What follows belongs to an exercise in optimizing a design on an open flow for small area; a production flow would make more cautious choices. Only simulation tests tie the RTL to the original design; equivalence was not proved. Power figures rest on the tool's default switching activity, not on a simulated workload.

==> flow/design.v, too long to show whole: its modules and the start of the top module <==
// module xctrl: 573 lines
// module xflags: 26 lines
// module xregf: 619 lines
// module c_aoi222: 3 lines
// module c_ao22: 3 lines
// module c_ao21: 3 lines
// module c_nand2: 3 lines
// module c_nand3: 3 lines
// module c_nand4: 3 lines
// module c_and2: 3 lines
// module c_and3: 3 lines
// module c_and4: 3 lines
// module c_or2: 3 lines
// module c_nor2: 3 lines
// module c_or3: 3 lines
// module c_xor2: 3 lines
// module c_ha: 4 lines
// module xaddr_decoder: 104 lines
// module picoversat: 121 lines
module picoversat (
             input                 clk,
             input                 rst,
             output                trap,
             output                led,
             output [10-2:0]  imem_addr,
             input [32-1:0]  imem_rdata,
             output                dmem_en,
             output                dmem_we,
             output [10-2:0]  dmem_addr,
             output [32-1:0]  dmem_wdata,
             input [32-1:0]   dmem_rdata
             );
  // ...
==> flow/flow/run.sh <==
#!/bin/bash
# The standard layout (standard.sh: the standard flow's own ORFS run with the standard
# synthesis), with the port buffers made of the smallest buffer cell
# (sky130_fd_sc_hd__buf_1) instead of ORFS's default choice. Every input and
# output port still gets its own buffer. ORFS writes each step's log under
# orfs/logs; standard.log holds make's own output.
set -euo pipefail
export BUFFER_PORTS_ARGS="-buffer_cell sky130_fd_sc_hd__buf_1"
bash standard.sh > standard.log 2>&1
==> flow/standard.sh <==
#!/bin/bash
# synth_recipe.tcl (not shown) runs the flow's synth.tcl, then flattens the netlist and writes it again
# the make line also repeats each setting of config.mk as NAME=value (left out here)
make -C /OpenROAD-flow-scripts/flow DESIGN_CONFIG=/design/flow/config.mk WORK_HOME=/design/flow/orfs CLKGATE_MAP_FILE= SYNTH_SCRIPT=/design/flow/synth_recipe.tcl "${@:-finish}"
==> flow/config.mk <==
export PLATFORM = sky130hd
export DESIGN_NAME = picoversat
export DESIGN_NICKNAME = picoversat
export VERILOG_FILES = /design/flow/design.v
export SDC_FILE = /design/flow/constraint.sdc
export NUM_CORES = 4
export LEC_CHECK = 0
export CAP_MARGIN = 5
export CORE_MARGIN = 2
export CORE_UTILIZATION = 55
export CTS_CLUSTER_DIAMETER = 100
export CTS_CLUSTER_SIZE = 20
export GPL_TIMING_DRIVEN = 0
export PLACE_DENSITY = 0.65
export SETUP_SLACK_MARGIN = 0.15
export SLEW_MARGIN = 5
export SYNTH_HIERARCHICAL = 1
==> flow/constraint.sdc <==
create_clock -name core_clock -period 7.5 [get_ports {clk}]
set_input_delay 1.5000 -clock core_clock [delete_from_list [all_inputs] [get_ports {clk}]]
set_output_delay 1.5000 -clock core_clock [all_outputs]
set_load 0.01 [all_outputs]
==> flow_summary.toml, run 1 <==
[global_route]
grt_max_degree = 50
antenna_found_initial = 4

[hold_path]
min_path_type = "reg -> reg"

[power_and_ir_drop]
p_switching_mw = 2.71
seq_power_share = 0.561

[critical_path]
crit_path_start_kind = "primary input"
crit_top_cell = "a21o_1"
path_buf_inv = 2
endpoint_kind = "register"
reg2reg_from = "ra[9]"
path_class = "in -> reg"
critPathArrivalTime_ns = 7.78
cp_slowest_stage_delay_ns = 0.66

[finish]
n_all_inverters = 11
multi_input_area_share = 0.449
final_cells = 2805
antenna_cells = 4
top_area_cell_class = "sequential cells"
clkCellAreaFrac = 0.0370
clockBufferCount = 46
largest_register_ffs = 512
multi_input_area_um2 = 11800

[sta]
tns_ns = 0
clock-skew-final_ns = 0.0368
drv_slew = 0
slew_headroom = 0.0716
rsz0062_at_grt = "false"

[run_status]
outcome = "finished clean"

[floorplanning]
tap-cell-count = 585
coreArea_um2 = 43100

[logic_synthesis]
postSynthCellCount = 2043

[clocking]
h-tree-depth = 2
tritoncts = "yes"

[route]
num_vias = 21312
wl_met3_mm = 7.88
m1WireLength_mm = 35.2

[placement]
place_ws_ns = -0.748
==> run 2: changes to the inputs <==
--- a/flow/config.mk
+++ b/flow/config.mk
@@ -9,6 +9,7 @@
 export CORE_MARGIN = 2
 export CORE_UTILIZATION = 55
-export CTS_CLUSTER_DIAMETER = 100
-export CTS_CLUSTER_SIZE = 20
+export CTS_BUF_LIST = sky130_fd_sc_hd__clkbuf_8
+export CTS_CLUSTER_DIAMETER = 80
+export CTS_CLUSTER_SIZE = 16
 export GPL_TIMING_DRIVEN = 0
 export PLACE_DENSITY = 0.65
==> run 2 against run 1 <==
  * Still clean
  * Design area shrank 1.1%
  * Cell count rose by 0.39%
  * Sequential share of layout area rose by 0.53 points
  * Synthesized cell count did not move
  * Setup slack improved by 0.039 ns
  * Routed wire length is essentially flat
  * Power is 4.8% lower
  * Critical path depth unchanged
  * Clock power down 18%
  * Worst hold slack gained 0.0042 ns
  * Area after synthesis is the same
  * Critical path type unchanged
  * Largest cell class unchanged
==> flow_summary.toml, run 2 <==
[run_status]
outcome = "finished clean"

[clocking]
cts-buffers-inserted = 43
cts_root_buf = "clkbuf_8"
cts_hold_buf = 0
h-tree-depth = 2
ctsLongestPathBuffers = 3
clock_latency_ns = 0.67
clk_pin_slew_ns = 0.11
cts.sinks = 589
tritoncts = "yes"

[placement]
dp_hpwl_mm = 52.9
dp_cells = 2750
gp_congestion = 0.937
place_ws_ns = -0.748
portBuffers = 119
placed_area_um2 = 25300

[finish]
multi_input_area_um2 = 11800
largestRegisters = "rf x512, ra x32, rb x32"
areaGrowthSynthToFinish_pct = 8.53
design_area_um2 = 26100
top_register = "rf"
final_cells = 2816
final_common_cell = "a22o_1"
nets = 2312
most-common-layout-cells = "a22o_1, dfxtp_1, a222oi_1"
n_fill_cell = 3653
drive_gt1_frac = 0.0471
seq_area_um2 = 12200
largest_register_ffs = 512

[sta]
slew_headroom = 0.0679
min_period_ns = 7.25
rsz0062_at_grt = "false"
timing.final.crit_share = 0.967
fmax_mhz = 138
hold_ws_ns = 0.483
hold_viol = 0
finalSetupViolations = 0
tightest_slew_ns = 1.39
drv_slew = 0
clock-skew-final_ns = 0.0267
fin_ws_ns = 0.251

[critical_path]
reg2reg_slack_ns = 0.77
crit_path_start_kind = "primary input"
worst-endpoint-required_ns = 8.06
rr_worst_depth = 24
critPathArrivalTime_ns = 7.81
r2r-end = "rc[1]"
endpoint_kind = "register"
critPathMaxFanout = 16
path_class = "in -> reg"
reg2reg_from = "ra[9]"

[floorplanning]
initial_core_util = 0.557
die_w_um = 213
io_pins = 120
num_rows = 76
fp.dieH_um = 213
coreArea_um2 = 43100
die_area_um2 = 45300

[power_and_ir_drop]
ir_worst_vdd_uv = 333
p_int_mw = 4.40
leakage_nw = 10.6
p_switching_mw = 2.70
pwr-share-clk = 0.225
swShare = 0.380
seq_power_share = 0.590
combPwrFrac = 0.185
powerDensity_nw_per_um2 = 272

[route]
drc_errors = 0
detail_route.vias_per_cell = 7.57
drtAntennaViolNets = 0
drt_iter0_markers = 3598
wl_per_cell_um = 30.4
firstDrtPassIters = 17
num_vias = 21308
wl_mm = 85.6

[run]
maxCapViolations = 0

[hold_path]
min_path_type = "reg -> reg"
min_from = "rf[411]"
hold_depth = 1
min_to = "rf[411]"

[global_route]
grt_pass1_wl_mm = 126
grt_use_total = 0.365
antenna_found_initial = 4
grt-ovfl-total = 0
grt_pass1_vias = 19507
grt_max_degree = 50

[logic_synthesis]
yosysWarningCount = 7
synth_area_um2 = 24000
syn_nets = 2142
syn_area_per_cell_um2 = 11.8
postSynthCellCount = 2043
## run 2: through the flow
step,power [mW],utilization,TNS (ns)
6_report,7.10,0.605,0
5_1_grt,7.36,0.605,0
4_1_cts,7.06,0.603,0
3_5_place_dp,5.51,0.587,-7.01
3_3_place_gp,5.47,0.585,-62.35
2_1_floorplan,4.74,-,0
## run 2: worst max-delay path by stage
stage,start,end,depth (start not counted)
after global placement,imem_rdata[30],rc[1],26
after CTS,imem_rdata[30],rc[1],26
after floorplan,imem_rdata[30],rc[1],25
after global routing,imem_rdata[30],rc[1],26
final,imem_rdata[30],rc[1],26
after detailed placement,imem_rdata[30],rc[1],26
## run 2: layer usage
metal,global-route usage,share of wire
met1,0.516,0.41
met2,0.558,0.45
met3,0.0535,0.097
met4,0.158,0.045
met5,0,0
## run 2: final cells by class
type,count,share of cell area
flip-flops and latches,589,0.467
multi-input cells,1436,0.454
well taps,585,0.0281
clock buffers,45,0.0238
repair buffers,124,0.0200
clock inverters,14,0.00269
plain buffers,8,0.00192
inverters,11,0.00168
diodes,4,0.000384
## run 2: what timing repair did
action                                  in CTS  in global routing
resized for setup                            8                 18
gates cloned                                 0                  1
endpoints found under the setup margin       5                  8
pin swaps                                    2                  4
setup buffers                                0                  1
## run 2: critical path, cell delays in order
cell,delay [ns]
clkbuf_2,0.17
nand3b_4,0.19
buf_6,0.16
mux2_4,0.33
nand2_1,0.24
nor2_1,0.21
and2_1,0.44
a222oi_1,0.63
nand4_1,0.27
or3_1,0.52
xor2_1,0.19
ha_1,0.38
a21o_1,0.19
a21o_1,0.14
a21o_1,0.18
a21o_1,0.15
a21o_1,0.15
a21o_1,0.28
a21o_1,0.24
a21o_1,0.19
a21o_1,0.19
a21o_1,0.19
xor2_1,0.14
a2bb2oi_1,0.16
o22ai_1,0.10
a22o_1,0.25
## run 2: power by group through the flow
stage / logic, mW / clock network, mW / registers (mW)
after floorplan: 0.936 / 0 / 3.80
after global placement: 1.26 / 0 / 4.21
after detailed placement: 1.28 / 0 / 4.23
after CTS: 1.29 / 1.62 / 4.15
after global routing: 1.45 / 1.72 / 4.19
final: 1.31 / 1.60 / 4.19
==> run 3: changes to the inputs <==
--- a/flow/config.mk
+++ b/flow/config.mk
@@ -10,6 +10,6 @@
 export CORE_UTILIZATION = 55
 export CTS_BUF_LIST = sky130_fd_sc_hd__clkbuf_8
-export CTS_CLUSTER_DIAMETER = 80
-export CTS_CLUSTER_SIZE = 16
+export CTS_CLUSTER_DIAMETER = 70
+export CTS_CLUSTER_SIZE = 14
 export GPL_TIMING_DRIVEN = 0
 export PLACE_DENSITY = 0.65
==> run 3 against run 2 <==
  * Die area stayed put
  * Cell count is 0.28% higher
  * Clock skew hardly changed
  * Worst hold slack worse by 0.0020 ns
  * Sequential power hardly changed
  * Area after synthesis stayed put
  * Clock power is 5% higher
  * Synthesized cell count stayed put
  * Critical path depth stayed put
==> flow_summary.toml, run 3 <==
[clocking]
cts_root_buf = "clkbuf_8"
ctsLongestPathBuffers = 3
cts-buffers-inserted = 49
clk_pin_slew_ns = 0.08
h-tree-depth = 2
clock_latency_ns = 0.68
cts_hold_buf = 0
tritoncts = "yes"
cts.sinks = 589

[sta]
drv_slew = 0
fin_ws_ns = 0.216
hold_viol = 0
slew_headroom = 0.126
min_period_ns = 7.28
rsz0062_at_grt = "false"
tns_ns = 0
timing.final.crit_share = 0.971
clock-skew-final_ns = 0.0269
finalSetupViolations = 0
tightest_slew_ns = 1.31
fmax_mhz = 137

[route]
drtAntennaViolNets = 0
drt_iter0_markers = 3624
num_vias = 21349
detail_route.vias_per_cell = 7.56
wl_mm = 85.7
firstDrtPassIters = 14
wl_per_cell_um = 30.3
drc_errors = 0

[power_and_ir_drop]
ir_worst_vdd_uv = 361
powerDensity_nw_per_um2 = 275
leakage_nw = 10.7

[hold_path]
min_path_type = "reg -> reg"

[critical_path]
path_class = "in -> reg"
critPathLaunch = "imem_rdata[30]"
r2r-end = "rc[1]"
crit_path_end = "rc[1]"
critPathArrivalTime_ns = 7.83
endpoint_kind = "register"
rr_worst_depth = 24
reg2reg_from = "ra[9]"
worst-endpoint-required_ns = 8.05
crit_path_start_kind = "primary input"
reg2reg_slack_ns = 0.75
critPathMaxFanout = 16

[placement]
dp_hpwl_mm = 52.9
place_ws_ns = -0.748
gp_congestion = 0.937
portBuffers = 119

[floorplanning]
coreArea_um2 = 43100
num_rows = 76
die_area_um2 = 45300
initial_core_util = 0.557
fp.dieH_um = 213
die_w_um = 213
io_pins = 120

[finish]
final_common_cell = "a22o_1"
most-common-layout-cells = "a22o_1, dfxtp_1, a222oi_1"
seq_area_um2 = 12200
largest_register_ffs = 512
drive_gt1_frac = 0.0519
top_register = "rf"
nets = 2318
multi_input_area_um2 = 11800
areaGrowthSynthToFinish_pct = 8.92
largestRegisters = "rf x512, ra x32, rb x32"
n_fill_cell = 3643

[global_route]
antenna_found_initial = 4
grt-ovfl-total = 0
grt_pass1_vias = 19657
grt_use_total = 0.366
grt_max_degree = 50
grt_pass1_wl_mm = 126

[logic_synthesis]
syn_nets = 2142
syn_area_per_cell_um2 = 11.8
postSynthCellCount = 2043
yosysWarningCount = 7
synth_area_um2 = 24000

[run]
maxCapViolations = 0

[run_status]
outcome = "finished clean"
## run 3: power breakdown
| group | total, mW | switching, mW | internal, mW | leakage [nW] |
|---|---|---|---|---|
| Sequential | 4.19 | 0.940 | 3.24 | 5.13 |
| Combinational | 1.32 | 0.715 | 0.601 | 5.11 |
| Clock | 1.68 | 1.06 | 0.624 | 0.439 |
| Total | 7.19 | 2.72 | 4.47 | 10.7 |
## run 3: cell type report
| type | instances | area share |
|---|---|---|
| diodes | 4 | 0.000383 |
| plain buffers | 8 | 0.00191 |
| clock buffers | 51 | 0.0268 |
| clock inverters | 16 | 0.00311 |
| inverters | 11 | 0.00167 |
| multi-input cells | 1436 | 0.453 |
| flip-flops and latches | 589 | 0.466 |
| well taps | 585 | 0.0280 |
| repair buffers | 124 | 0.0199 |
## run 3: what timing repair did
item	CTS	global route
gates resized for setup	7	23
setup endpoints to repair	5	9
setup buffers	0	1
pin swaps	2	6
gates cloned	0	1
hold endpoints to repair	0	0
## run 3: worst min-delay path by stage
stage             from  endpoint  slack, ns  cells past startpoint
5_1_grt        rf[222]   rf[222]       0.49                      1
4_1_cts        rf[107]   rf[107]       0.48                      1
2_1_floorplan    rf[0]     rf[0]       0.44                      1
3_3_place_gp   rf[390]   rf[390]       0.46                      1
3_5_place_dp   rf[481]   rf[481]       0.45                      1
6_report       rf[411]   rf[411]       0.48                      1
## run 3: routing by layer
metal	track usage	share of wire
met2	0.563	0.45
met3	0.0529	0.092
met5	0	0
met4	0.156	0.046
met1	0.515	0.41
## run 3: critical path: stages
cell and delay, ns:
clkbuf_2 0.17, nand3b_4 0.19, buf_2 0.26, nor3b_1 0.42, o21bai_4 0.17, buf_4 0.20, nor2_2 0.66, and2_1 0.70
a222oi_1 0.30, nand4_1 0.26, or3_1 0.22, xor2_1 0.17, ha_1 0.31, a21o_1 0.20, a21o_1 0.15, a21o_1 0.16
a21o_1 0.19, a21o_1 0.16, a21o_1 0.19, a21o_1 0.19, a21o_1 0.18, a21o_1 0.19, xor2_1 0.14, a2bb2oi_1 0.16
o22ai_1 0.11, a22o_1 0.25
## run 3: per-stage QoR
step	hold slack, ns	instance area (um^2)	total power, mW	util	std cells
6_report	0.481	26200	7.19	0.607	2824
5_1_grt	0.491	26200	7.45	0.607	2824
4_1_cts	0.482	26100	7.15	0.605	2817
3_5_place_dp	0.455	25300	5.51	0.587	2750
3_3_place_gp	0.455	25200	5.47	0.585	2747
2_1_floorplan	0.442	24000	4.74	-	2043
==> run 4: changes to the inputs <==
==> flow/config.mk (replaced) <==
export PLATFORM = sky130hd
export DESIGN_NAME = picoversat
export DESIGN_NICKNAME = picoversat
export VERILOG_FILES = /design/flow/design.v
export SDC_FILE = /design/flow/constraint.sdc
export NUM_CORES = 4
export LEC_CHECK = 0
export CAP_MARGIN = 10
export CORE_MARGIN = 2
export CORE_UTILIZATION = 65
export CTS_CLUSTER_DIAMETER = 60
export CTS_CLUSTER_SIZE = 30
export GPL_TIMING_DRIVEN = 0
export PLACE_DENSITY = 0.75
export SETUP_SLACK_MARGIN = 0.15
export SLEW_MARGIN = 10
export SYNTH_HIERARCHICAL = 1
==> run 4 against run 3 <==
  * Area after synthesis unchanged
  * Routed wire length decreased by 3.5%
  * Highest routed layer unchanged
  * Count of clock-buffer cells in the layout decreased by 6
  * Fmax increased by 0.26%
  * Critical path depth unchanged
  * Global-route usage increased by 5.1 points
  * Largest cell class unchanged
  * First-iteration DRC count decreased by 7.3%
  * Power increased by 9.8%
  * Utilization increased by 12 points
  * Largest power group unchanged
==> flow_summary.toml, run 4 <==
[run_status]
outcome = "finished clean"

[finish]
largest_register_ffs = 512
multi_input_area_um2 = 11800
most-common-layout-cells = "a22o_1, dfxtp_1, a222oi_1"
nets = 2311
design_area_um2 = 26700
largestRegisters = "rf x512, ra x32, rb x32"
seq_area_um2 = 12200
drive_gt1_frac = 0.0584
areaGrowthSynthToFinish_pct = 11.1
top_register = "rf"
n_fill_cell = 2631
final_common_cell = "a22o_1"
final_cells = 2715

[sta]
clock-skew-final_ns = 0.0326
min_period_ns = 7.26
tightest_slew_ns = 1.32
fmax_mhz = 138
slew_headroom = 0.123
rsz0062_at_grt = "false"
drv_slew = 0
hold_viol = 0
finalSetupViolations = 0
timing.final.crit_share = 0.969

[critical_path]
path_class = "in -> reg"
worst-endpoint-required_ns = 7.97
critPathArrivalTime_ns = 7.74
rr_worst_depth = 24
r2r-end = "rc[1]"
critPathMaxFanout = 16
crit_path_start_kind = "primary input"
reg2reg_slack_ns = 0.69
endpoint_kind = "register"
reg2reg_from = "ra[9]"

[floorplanning]
io_pins = 120
fp.dieH_um = 196
die_w_um = 196
die_area_um2 = 38500
initial_core_util = 0.657
num_rows = 70
coreArea_um2 = 36500

[hold_path]
min_to = "rf[400]"
min_from = "rf[400]"
min_path_type = "reg -> reg"
hold_depth = 1

[clocking]
clock_latency_ns = 0.61
ctsLongestPathBuffers = 3
tritoncts = "yes"
cts.sinks = 589
cts_root_buf = "clkbuf_16"
cts-buffers-inserted = 38
h-tree-depth = 2
clk_pin_slew_ns = 0.09
cts_hold_buf = 0

[logic_synthesis]
yosysWarningCount = 7
syn_area_per_cell_um2 = 11.8
synth_area_um2 = 24000
postSynthCellCount = 2043
syn_nets = 2142

[global_route]
grt-ovfl-total = 0
grt_use_total = 0.417
grt_max_degree = 47
antenna_found_initial = 3
grt_pass1_wl_mm = 124
grt_pass1_vias = 19964

[route]
detail_route.vias_per_cell = 7.97
drt_iter0_markers = 3361
firstDrtPassIters = 14
drtAntennaViolNets = 0
wl_mm = 82.7
wl_per_cell_um = 30.5
drc_errors = 0
num_vias = 21641

[placement]
dp_cells = 2633
placed_area_um2 = 25100
portBuffers = 119
gp_congestion = 0.949
dp_hpwl_mm = 51.1

[power_and_ir_drop]
powerDensity_nw_per_um2 = 296
ir_worst_vdd_uv = 356
leakage_nw = 10.9

[run]
maxCapViolations = 0
[run 4: how the worst max path moves through the flow]
stage,startpoint,endpoint,slack (ns),depth (start not counted)
floorplan,imem_rdata[30],rc[1],1.04,25
global placement,imem_rdata[30],rc[1],-1.34,26
detailed placement,imem_rdata[29],rc[1],-0.67,26
CTS,imem_rdata[30],rc[1],0.18,26
global route,imem_rdata[30],rc[1],0.21,26
finish,imem_rdata[30],rc[1],0.24,26
[run 4: routing by layer]
layer	GRT usage	vias up	wire [um]
met5	0	-	0
li1	-	9123	-
met3	0.0794	310	9240
met1	0.573	10637	31800
met2	0.640	1571	36900
met4	0.195	0	4760
[run 4: final cells by class]
type | count | share of cell area
clock inverter | 25 | 0.0122
multi-input combinational | 1436 | 0.444
clock buffer | 45 | 0.0406
timing repair buffer | 128 | 0.0206
buffer | 8 | 0.00183
tap | 468 | 0.0220
antenna | 5 | 0.000469
sequential | 589 | 0.457
inverter | 11 | 0.00164
[run 4: repair_timing]
action                                 CTS  global route
setup endpoints to repair                5             9
gates cloned                             0             1
resized for setup                        7            22
pin swaps                                2             8
setup buffers                            0             6
endpoints found under the hold margin    0             0
[run 4: through the flow]
stage	utilization	total power [mW]	hold WS, ns	TNS (ns)	setup slack [ns]
floorplan	-	4.74	0.442	0	1.04
detailed placement	0.688	5.48	0.454	-5.78	-0.669
CTS	0.727	7.82	0.479	0	0.182
global placement	0.686	5.42	0.455	-23.55	-1.34
finish	0.730	7.89	0.481	0	0.235
global route	0.730	8.14	0.493	0	0.214
[run 4: worst max-delay path, stage by stage]
cell	delay, ns
clkbuf_2	0.15
nand3b_4	0.21
buf_6	0.17
mux2_4	0.25
nand2b_1	0.21
nor2_1	0.17
and2_1	0.43
a222oi_1	0.62
nand4_1	0.30
or3_1	0.53
xor2_1	0.18
ha_1	0.38
a21o_1	0.20
a21o_1	0.15
a21o_1	0.15
a21o_1	0.18
a21o_1	0.17
a21o_1	0.29
a21o_1	0.23
a21o_1	0.18
a21o_1	0.18
a21o_1	0.19
xor2_1	0.15
a2bb2oi_1	0.18
o22ai_1	0.11
a22o_1	0.24
[run 4: power breakdown]
| group | switching, mW | internal (mW) | leakage, nW |
|---|---|---|---|
| clock network | 1.27 | 1.13 | 0.684 |
| registers | 0.909 | 3.25 | 5.13 |
| logic | 0.730 | 0.603 | 5.12 |
==> run 5: changes to the inputs <==
--- a/flow/config.mk
+++ b/flow/config.mk
@@ -9,6 +9,6 @@
 export CORE_MARGIN = 2
 export CORE_UTILIZATION = 65
-export CTS_CLUSTER_DIAMETER = 60
-export CTS_CLUSTER_SIZE = 30
+export CTS_CLUSTER_DIAMETER = 80
+export CTS_CLUSTER_SIZE = 25
 export GPL_TIMING_DRIVEN = 0
 export PLACE_DENSITY = 0.75
==> run 5 against run 4 <==
  * Clock power decreased by 22%
  * Power decreased by 6.7%
  * Sequential share of layout area increased by 0.84 points
  * Critical path type unchanged
  * Area after synthesis unchanged
  * Combinational power about the same
  * Synthesized cell count unchanged
  * Flip-flop and latch count unchanged
  * Count of clock-buffer cells in the layout decreased by 7
  * Via count decreased by 0.56%
==> flow_summary.toml, run 5 <==
[finish]
final_common_cell = "a22o_1"
largestRegisters = "rf x512, ra x32, rb x32"
nets = 2303
n_fill_cell = 2692
most-common-layout-cells = "a22o_1, dfxtp_1, a222oi_1"
final_cells = 2690
areaGrowthSynthToFinish_pct = 9.09
top_register = "rf"
largest_register_ffs = 512
design_area_um2 = 26200
drive_gt1_frac = 0.0455

[critical_path]
critPathLaunch = "imem_rdata[31]"
worst-endpoint-required_ns = 8.01
crit_path_start_kind = "primary input"
cp_slowest_stage_delay_ns = 0.60
crit_top_cell = "a21o_1"
path_class = "in -> reg"
reg2reg_from = "ra[9]"
critPathTopFamily = "compound AO/OA/AOI/OAI gates"
cpMaxStageDelayCell = "a222oi_1"
critPathArrivalTime_ns = 7.78
critPathMaxFanout = 16
endpoint_kind = "register"
path_buf_inv = 2

[sta]
timing.final.crit_share = 0.970
fin_ws_ns = 0.226
finalSetupViolations = 0
slew_headroom = 0.145
hold_viol = 0
rsz0062_at_grt = "false"
clock-skew-final_ns = 0.0369
min_period_ns = 7.27
drv_slew = 0
fmax_mhz = 137
tightest_slew_ns = 1.28
tns_ns = 0

[global_route]
grt_pass1_vias = 19924
antenna_found_initial = 3
grt_use_total = 0.411
grt_max_degree = 47
grt_pass1_wl_mm = 123
grt-ovfl-total = 0

[route]
wl_per_cell_um = 30.5
firstDrtPassIters = 12
wl_mm = 82.1
detail_route.vias_per_cell = 8.00
drc_errors = 0
drt_iter0_markers = 3357
num_vias = 21520
drtAntennaViolNets = 0

[logic_synthesis]
synth_area_um2 = 24000
syn_nets = 2142
postSynthCellCount = 2043
syn_area_per_cell_um2 = 11.8
yosysWarningCount = 7

[floorplanning]
fp.dieH_um = 196
die_area_um2 = 38500
io_pins = 120
die_w_um = 196
num_rows = 70
initial_core_util = 0.657
coreArea_um2 = 36500

[clocking]
cts.sinks = 589
h-tree-depth = 1
tritoncts = "yes"
cts_root_buf = "clkbuf_16"
cts-buffers-inserted = 30
cts_hold_buf = 0
clock_latency_ns = 0.62
ctsLongestPathBuffers = 3
clk_pin_slew_ns = 0.10

[hold_path]
min_path_type = "reg -> reg"
min_from = "rf[197]"

[run]
maxCapViolations = 0

[placement]
dp_cells = 2633
gp_congestion = 0.949
dp_hpwl_mm = 51.1
portBuffers = 119
placed_area_um2 = 25100
place_ws_ns = -0.669

[power_and_ir_drop]
powerDensity_nw_per_um2 = 281
ir_worst_vdd_uv = 343
leakage_nw = 10.7
p_total_mw = 7.36

[run_status]
outcome = "finished clean"
[run 5: repair_timing]
item                       4_1_cts  5_1_grt
buffers inserted                 0        6
cloned                           0        1
pin swaps                        2        9
resized for setup                7       22
setup endpoints to repair        5        7
[run 5: through the flow]
stage	hold WS (ns)	util
finish	0.481	0.717
detailed placement	0.454	0.688
global placement	0.455	0.686
global route	0.491	0.717
floorplan	0.442	-
CTS	0.484	0.714
[run 5: cell type report]
| cell class | instances | area (um^2) | area share |
|---|---|---|---|
| Sequential cell | 589 | 12200 | 0.465 |
| Buffer | 8 | 48.8 | 0.00186 |
| Inverter | 11 | 43.8 | 0.00167 |
| Tap cell | 468 | 586 | 0.0224 |
| Antenna cell | 4 | 10.0 | 0.000382 |
| Multi-Input combinational cell | 1436 | 11800 | 0.452 |
| Clock buffer | 38 | 833 | 0.0318 |
| Clock inverter | 8 | 101 | 0.00387 |
| Timing Repair Buffer | 128 | 548 | 0.0209 |
[run 5: where the power goes]
part	switching (mW)	total [mW]	internal (mW)
Sequential	0.910	4.16	3.25
Clock	1.06	1.87	0.808
Combinational	0.729	1.33	0.603
[run 5: worst register-to-register path, stage by stage, from the launching register on]
cell       delay, ns
dfrtp_1         1.20
nor4b_2         0.37
nand3b_1        0.14
or3_4           0.44
o221ai_2        0.24
and2_1          0.61
a222oi_1        0.15
nand2_1         0.16
or3_1           0.23
xor2_1          0.17
ha_1            0.31
a21o_1          0.20
a21o_1          0.15
a21o_1          0.15
a21o_1          0.18
a21o_1          0.17
a21o_1          0.29
a21o_1          0.24
a21o_1          0.19
a21o_1          0.18
a21o_1          0.19
xor2_1          0.15
a2bb2oi_1       0.17
o22ai_1         0.11
a22o_1          0.24
[run 5: path summary, 6_finish.rpt]
check | to | slack, ns | cells after the start
worst max-delay path | rc[1] | 0.23 | 26
worst max register to register | rc[1] | 0.74 | 24
max in group asynchronous | ra[9] | 5.97 | 3
worst min-delay path | rf[197] | 0.48 | 1
min in group asynchronous | pc[3] | 0.90 | 2
worst min register to register | rf[197] | 0.48 | 1
[run 5: metal layers]
layer,global-route usage,part of all wire,routed length [um]
met3,0.0610,0.11,8780
met2,0.630,0.45,36600
met5,0,0,0
met4,0.202,0.061,4980
met1,0.573,0.39,31800

==> afterwards: timing with drivers on the ports <==
The flow's constraints put no driver on any port. The routed layouts listed below were extracted and timed again, unchanged, in two steps. Step 1 (the two cells are an assumption about what drives the block):
set clk [get_ports {clk}]
set_driving_cell -lib_cell sky130_fd_sc_hd__clkbuf_16 $clk
set_driving_cell -lib_cell sky130_fd_sc_hd__buf_2 [delete_from_list [all_inputs] $clk]
Step 2 adds t to the input delays and takes it off the output delays; t is the mean of the earliest and latest rising clock arrival at the registers after step 1. Input paths then give back, and output paths get back, about the clock's delay inside the block. a / b / c = ideal ports / drivers / drivers and shift; a / b = the first two.
| run | t (ns) | setup slack, ns | worst setup path at the end | latest minus earliest clock arrival (ns) | worst data-port slew with drivers (ns) |
|---|---|---|---|---|---|
| run 1 | 0.635 | 0.211 / 0.248 / -0.387 | input to register | 0.037 / 0.037 | 0.08 |
| run 2 | 0.712 | 0.251 / 0.277 / -0.435 | input to register | 0.027 / 0.027 | 0.09 |
| run 3 | 0.714 | 0.216 / 0.244 / -0.471 | input to register | 0.027 / 0.027 | 0.08 |
| run 4 | 0.647 | 0.235 / 0.271 / -0.376 | input to register | 0.033 / 0.034 | 0.08 |
| run 5 | 0.665 | 0.226 / 0.253 / -0.412 | input to register | 0.041 / 0.040 | 0.08 |
Met with ideal ports but missed after step 2: setup timing in every run listed. The setup slack of run 3, which loses most, moves by +0.028 ns with the drivers and by -0.687 ns with both steps.
